This design comes from an exercise in tuning for small area, a short achievable clock period and few clock cycles per item on the open sky130 flow, not from production work. In this exercise RTL edits were held to simulation tests only and were not proved equivalent to the original. Power figures rest on the tool's default switching activity, not on a simulated workload.

==> trial 82 <==
// sha_cpu
module sha_cpu (
    input          clock,
    input          reset,
    output [11:0]  address_imem,
    input  [31:0]  q_imem,
    output [11:0]  address_dmem,
    output [31:0]  data,
    output         wren,
    input  [31:0]  q_dmem,
    output [255:0] hashOutput,
    output         isHashDone
);
Settings: LEC_CHECK=0, CAP_MARGIN=40, CORE_MARGIN=2, CORE_UTILIZATION=60, CTS_CLUSTER_DIAMETER=80, CTS_CLUSTER_SIZE=25, SLEW_MARGIN=40, SYNTH_HIERARCHICAL=1, TNS_END_PERCENT=10; clock period 12.0 ns.
standard.sh (not shown) runs the stock make flow with config.mk's settings and CLKGATE_MAP_FILE= SYNTH_SCRIPT=/design/flow/synth_recipe.tcl, a recipe that flattens the netlist after the stock synthesis.
==> flow/flow/run.sh <==
#!/bin/bash
set -o pipefail
bash standard.sh SETUP_SLACK_MARGIN=8.2 "BUFFER_PORTS_ARGS=-buffer_cell sky130_fd_sc_hd__buf_2" finish > standard_flow.log 2>&1
==> trial 94: changes against trial 82 <==
--- a/flow/config.mk
+++ b/flow/config.mk
@@ -9,7 +9,7 @@
 export CORE_MARGIN = 2
 export CORE_UTILIZATION = 60
 export CTS_CLUSTER_DIAMETER = 80
-export CTS_CLUSTER_SIZE = 25
+export CTS_CLUSTER_SIZE = 30
 export SLEW_MARGIN = 40
 export SYNTH_HIERARCHICAL = 1
-export TNS_END_PERCENT = 10
+export TNS_END_PERCENT = 20
==> summary of the runs <==
In die area, trial 94 and trial 82 do not differ. In trial 82 the via count is larger than in trial 94, by about 0.6%. Clock power is about the same in trial 94 and trial 82. Of trial 82 and trial 94, trial 94 has the higher register-to-register slack (gap 0.29 ns). In sequential power, trial 94 and trial 82 hardly differ. Combinational power: trial 94 is larger than trial 82 (2.9%). In trial 82 the non-clock buffer count is lower than in trial 94, by 28. Of trial 82 and trial 94, trial 82 has the higher sequential share of layout area (gap 0.37 points). Between trial 94 and trial 82, the lower maximum frequency is in trial 82 (gap about 3%, measured against trial 82). Synthesized area is the same in trial 82 and trial 94.
Testbench counts of trial 82, summed over its fixed seeds: cycles 110,952, items 18.
Testbench counts of trial 94, summed over its fixed seeds: cycles 110,952, items 18.

* * *

==> branch lagoon <==
Another version of the RTL of sha_cpu (not shown whole).
// sha_cpu
module sha_cpu (
    input          clock,
    input          reset,
    output [11:0]  address_imem,
    input  [31:0]  q_imem,
    output [11:0]  address_dmem,
    output [31:0]  data,
    output         wren,
    input  [31:0]  q_dmem,
    output [255:0] hashOutput,
    output         isHashDone
);
    localparam OP_R    = 5'b00000, OP_J    = 5'b00001, OP_BNE  = 5'b00010,
               OP_JAL  = 5'b00011, OP_JR   = 5'b00100, OP_ADDI = 5'b00101,
               OP_BLT  = 5'b00110, OP_SW   = 5'b00111, OP_LW   = 5'b01000,
               OP_SETX = 5'b10101, OP_BEX  = 5'b10110, OP_ROTR = 5'b11101,
               OP_SWH  = 5'b11110, OP_HD   = 5'b11111;
    reg  [11:0] pc;           
    reg         btb_v;        
    reg  [11:0] btb_pc, btb_tg;
    reg         f_valid;      
    reg         f_btb;        
    reg  [11:0] f_pc;
    reg         d_valid;      
    reg  [1:0]  d_cnt;        
    reg  [31:0] d_ir;
    reg  [4:0]  d_ia, d_ib;   
    reg         d_pt;         
    reg  [11:0] d_pc, d_tgt;  
    reg         d_new;        
    reg         d_fix;        
    reg         x_valid;      
    reg  [31:0] x_a, x_b;
    reg         x_ba, x_bb;   
    reg         x_la, x_lb;   
    reg         x_sub, x_radd, x_rand, x_ror, x_rxor, x_rsh;
    reg  [4:0]  x_rot, x_msk;
    reg         x_shl, x_shr, x_sar;
    reg  [4:0]  x_dst;
    reg         x_wr, x_ld, x_ovf;
    reg  [1:0]  x_code;
    reg         x_bne, x_blt, x_bex, x_jr, x_pt;
    reg  [11:0] x_alt;
    reg         x_swh;
    reg  [2:0]  x_hidx;
    reg         x_sw;
    reg  [11:0] x_sa;         
    wire [11:0] ag_addr;      
    reg         w_we, w_ld, w_ovc;  
    reg         w_a31, w_b31, w_s31;    
    reg  [1:0]  w_code;
    reg         wt_a, wt_b;   
    reg  [4:0]  w_dst;
    reg  [31:0] w_sum, w_oth;    
    reg         w_isadd, w_sub;
    reg  [11:0] w_alt;
    reg  [11:0] m_addr;       
    reg  [31:0] m_data;
    reg         m_wren;
    reg         qv;           
    reg  [11:0] qa;
    reg  [31:0] qd;
    reg         done, hd_pend;
    wire [31:0] w_val = w_isadd ? (w_sum ^ {32{w_sub}}) : w_oth;
    wire ovf_w = w_ovc & (w_a31 == w_b31) & ((w_s31 ^ w_sub) != w_a31);
    wire [31:0] wdata = w_ld ? q_dmem : (ovf_w ? {30'b0, w_code} : w_val);
  ...
==> flow/config.mk <==
export PLATFORM = sky130hd
export DESIGN_NAME = sha_cpu
export DESIGN_NICKNAME = sha_cpu
export VERILOG_FILES = /design/flow/design.v
export SDC_FILE = /design/flow/constraint.sdc
export NUM_CORES = 4
export LEC_CHECK = 0
export CAP_MARGIN = 40
export CORE_MARGIN = 2
export CORE_UTILIZATION = 60
export SLEW_MARGIN = 40
export SYNTH_HIERARCHICAL = 1
==> flow/constraint.sdc <==
create_clock -name core_clock -period 12.0 [get_ports {clock}]
set_input_delay 2.4000 -clock core_clock [delete_from_list [all_inputs] [get_ports {clock}]]
set_output_delay 2.4000 -clock core_clock [all_outputs]
set_load 0.01 [all_outputs]
Scripts as last shown in full above: flow/flow/run.sh
==> branch delta: changes against branch lagoon <==
--- a/flow/design.v
+++ b/flow/design.v
@@ -43,15 +43,15 @@
     reg         f_btb;        
     reg  [11:0] f_pc;
     reg         d_valid;      
     reg  [1:0]  d_cnt;        
     reg  [31:0] d_ir;
     reg  [4:0]  d_ia, d_ib;   
     reg         d_pt;         
-    reg  [11:0] d_pc, d_tgt;  
+    reg  [11:0] d_pc;         
     reg         d_new;        
     reg         d_fix;        
     reg         x_valid;      
     reg  [31:0] x_a, x_b;
     reg         x_ba, x_bb;   
     reg         x_la, x_lb;   
     reg         x_sub, x_radd, x_rand, x_ror, x_rxor, x_rsh;
@@ -154,14 +154,16 @@
     wire d_isr  = d_op == OP_R;
     wire d_addi = d_op == OP_ADDI;
     wire d_lw   = d_op == OP_LW;
     wire d_sw   = d_op == OP_SW;
     wire d_jal  = d_op == OP_JAL;
     wire d_setx = d_op == OP_SETX;
     wire d_rotr = d_op == OP_ROTR;
+    wire [11:0] d_pc1 = d_pc + 12'd1;
+    wire [11:0] d_tgt = (d_op == OP_J || d_op == OP_JAL || d_op == OP_BEX) ? d_ir[11:0] : (d_pc1 + d_ir[11:0]);
     wire [4:0] d_fn = d_ir[6:2];
     wire [4:0] d_dst = d_jal ? 5'd31 : (d_setx ? 5'd30 : d_ir[26:22]);
     wire d_wr  = (d_isr | d_addi | d_lw | d_jal | d_setx | d_rotr) & (d_dst != 5'd0);
     wire d_ovf = d_addi | (d_isr & (d_fn == 5'd0 || d_fn == 5'd1));
     wire dw  = d_valid & d_wr;
     wire dl  = dw & d_lw;
     wire e_rd = d_dst == f_rd;
@@ -176,26 +178,24 @@
     wire [1:0] g = g2 ? 2'd2 : (g1 ? 2'd1 : 2'd0);
     wire fixD = d_valid & d_new & d_fix;
     wire fv = f_valid & ~fixD;
     wire [1:0] cnt_n = flush ? 2'd0 :
                        (fv ? g : ((d_cnt != 2'd0) ? d_cnt - 2'd1 : 2'd0));
     wire hold = ~flush & (fv ? g1 : d_cnt[1]);
     wire pt = f_j | f_jal | ((f_bne | f_blt) & q_imem[16]);
-    wire [11:0] f_pc1 = f_pc + 12'd1;
-    wire [11:0] tgt = (f_j | f_jal | f_bex) ? q_imem[11:0] : (f_pc1 + q_imem[11:0]);
     wire hit = btb_v & (btb_pc == pc);
     always @(posedge clock or posedge reset)
         if (reset) begin
             pc <= 12'd5;
             f_valid <= 1'b0;
             f_btb <= 1'b0;
             btb_v <= 1'b0;
         end else begin
             pc <= flush ? redirect :
-                  fixD  ? (d_pt ? d_tgt : d_pc + 12'd1) :
+                  fixD  ? (d_pt ? d_tgt : d_pc1) :
                   hold  ? pc :
                   hit   ? btb_tg : pc + 12'd1;
             f_valid <= ~flush & ~fixD & ~hold;
             f_btb <= hit;
             if (fixD & d_pt) btb_v <= 1'b1;
         end
     always @(posedge clock) begin
@@ -219,23 +219,22 @@
         d_new <= fv;
         if (fv) begin
             d_ir <= q_imem;
             d_ia <= f_ia;
             d_ib <= f_ib;
             d_pt <= pt;
             d_pc <= f_pc;
-            d_tgt <= tgt;
             d_fix <= pt ^ f_btb;
         end
     end
     wire d_bne  = d_op == OP_BNE;
     wire d_blt  = d_op == OP_BLT;
     wire d_jr   = d_op == OP_JR;
     wire d_bex  = d_op == OP_BEX;
-    wire [11:0] d_alt = d_lw ? d_pc : ((d_pt | ~(d_bne | d_blt | d_bex)) ? d_pc + 12'd1 : d_tgt);
+    wire [11:0] d_alt = d_lw ? d_pc : ((d_pt | ~(d_bne | d_blt | d_bex)) ? d_pc1 : d_tgt);
     wire d_swh  = d_op == OP_SWH;
     wire d_hd   = d_op == OP_HD;
     wire [4:0] d_sh = d_ir[11:7];
     wire d_rt_used = d_isr & (d_fn == 5'd0 || d_fn == 5'd1 || d_fn == 5'd2 ||
                               d_fn == 5'd3 || d_fn == 5'd8 || d_fn == 5'd10);
     wire d_ua_alu = d_isr | d_addi | d_rotr | d_swh;
     wire d_ua = d_ua_alu | d_bne | d_blt | d_jr | d_bex;
--- a/flow/config.mk
+++ b/flow/config.mk
@@ -4,9 +4,12 @@
 export VERILOG_FILES = /design/flow/design.v
 export SDC_FILE = /design/flow/constraint.sdc
 export NUM_CORES = 4
 export LEC_CHECK = 0
 export CAP_MARGIN = 40
 export CORE_MARGIN = 2
 export CORE_UTILIZATION = 60
+export CTS_CLUSTER_DIAMETER = 100
+export CTS_CLUSTER_SIZE = 30
 export SLEW_MARGIN = 40
 export SYNTH_HIERARCHICAL = 1
+export TNS_END_PERCENT = 20
==> notes.md <==
via count=roughly 64000; Mapped Nets=about 6300; Initial Util=60.41%; crit share post-route=about a third; clock latency on the worst-skew pair=0.83 ns; Cell Chain, Critical Path=buf_4 > nand4bb_1 > nor2_4 > buf_4 > a222oi_1 > nand3_1 > nor3_1 > nand2_1 > a21oi_1 > a2bb2oi_1 > o21ai_0; RR Endpoint=x_b[1]; DP Area=81010 um2; status=complete, no violations; slowest CP cell=nor2_4; met3 usage=22.69%; share of synthesized registers carrying an async set or reset=1.600%
# the run above: branch lagoon

==> notes.md <==
status=complete, no violations; Mapped Nets=6247; slowest CP cell=fa_2; Initial Util=60.31%; busiest layer in global routing=met2; Cell Chain, Critical Path=buf_12 > mux2_4 > ha_4 > fa_2 > a21o_1 > a311o_1 > a211oi_4 > nor2_2 > a21o_1 > a311oi_1; RR Endpoint=m_addr[11]; crit share post-route=34.83%; register area=47350 um2; reg-to-reg critical path startpoint=wt_a; Clock Tree Root=clkbuf_16; total track usage=48.62%; via count=roughly 63000
# the run above: branch delta

Testbench counts of branch lagoon, summed over its fixed seeds: cycles 110,952, items 18.
Testbench counts of branch delta, summed over its fixed seeds: cycles 110,952, items 18.

[afterwards: timing with drivers on the ports]
The results above use ideal ports. As a check the final layouts listed here were re-extracted and re-timed, cells and wires unchanged.
Step 1 sets driving cells, clkbuf_16 on the clock port and buf_2 on the other inputs (assumed; they add their load-dependent delay and slew).
Step 2 times the ports against the registers' clock, not the clock port: input delays grow and output delays shrink by t, the midpoint of the rising clock arrivals with the driver on.
Three values: ideal, step 1, step 2; two values: the first two.
run	t, ns	setup WS [ns]	worst setup path after step 2	latest minus earliest clock arrival (ns)	cell pins on the clock port's net
trial 82	0.820	7.622 / 7.622 / 6.960	input to register	0.062 / 0.062	1
trial 94	0.817	7.748 / 7.783 / 6.967	input to register	0.067 / 0.067	1
branch lagoon	0.881	7.875 / 7.875 / 7.088	input to register	0.055 / 0.055	1
branch delta	0.817	7.820 / 7.830 / 7.037	input to register	0.043 / 0.043	1
After both steps every run listed still meets setup and hold. The setup slack of branch lagoon, which loses most, moves by 0.000 ns with the drivers and by -0.787 ns with both steps.
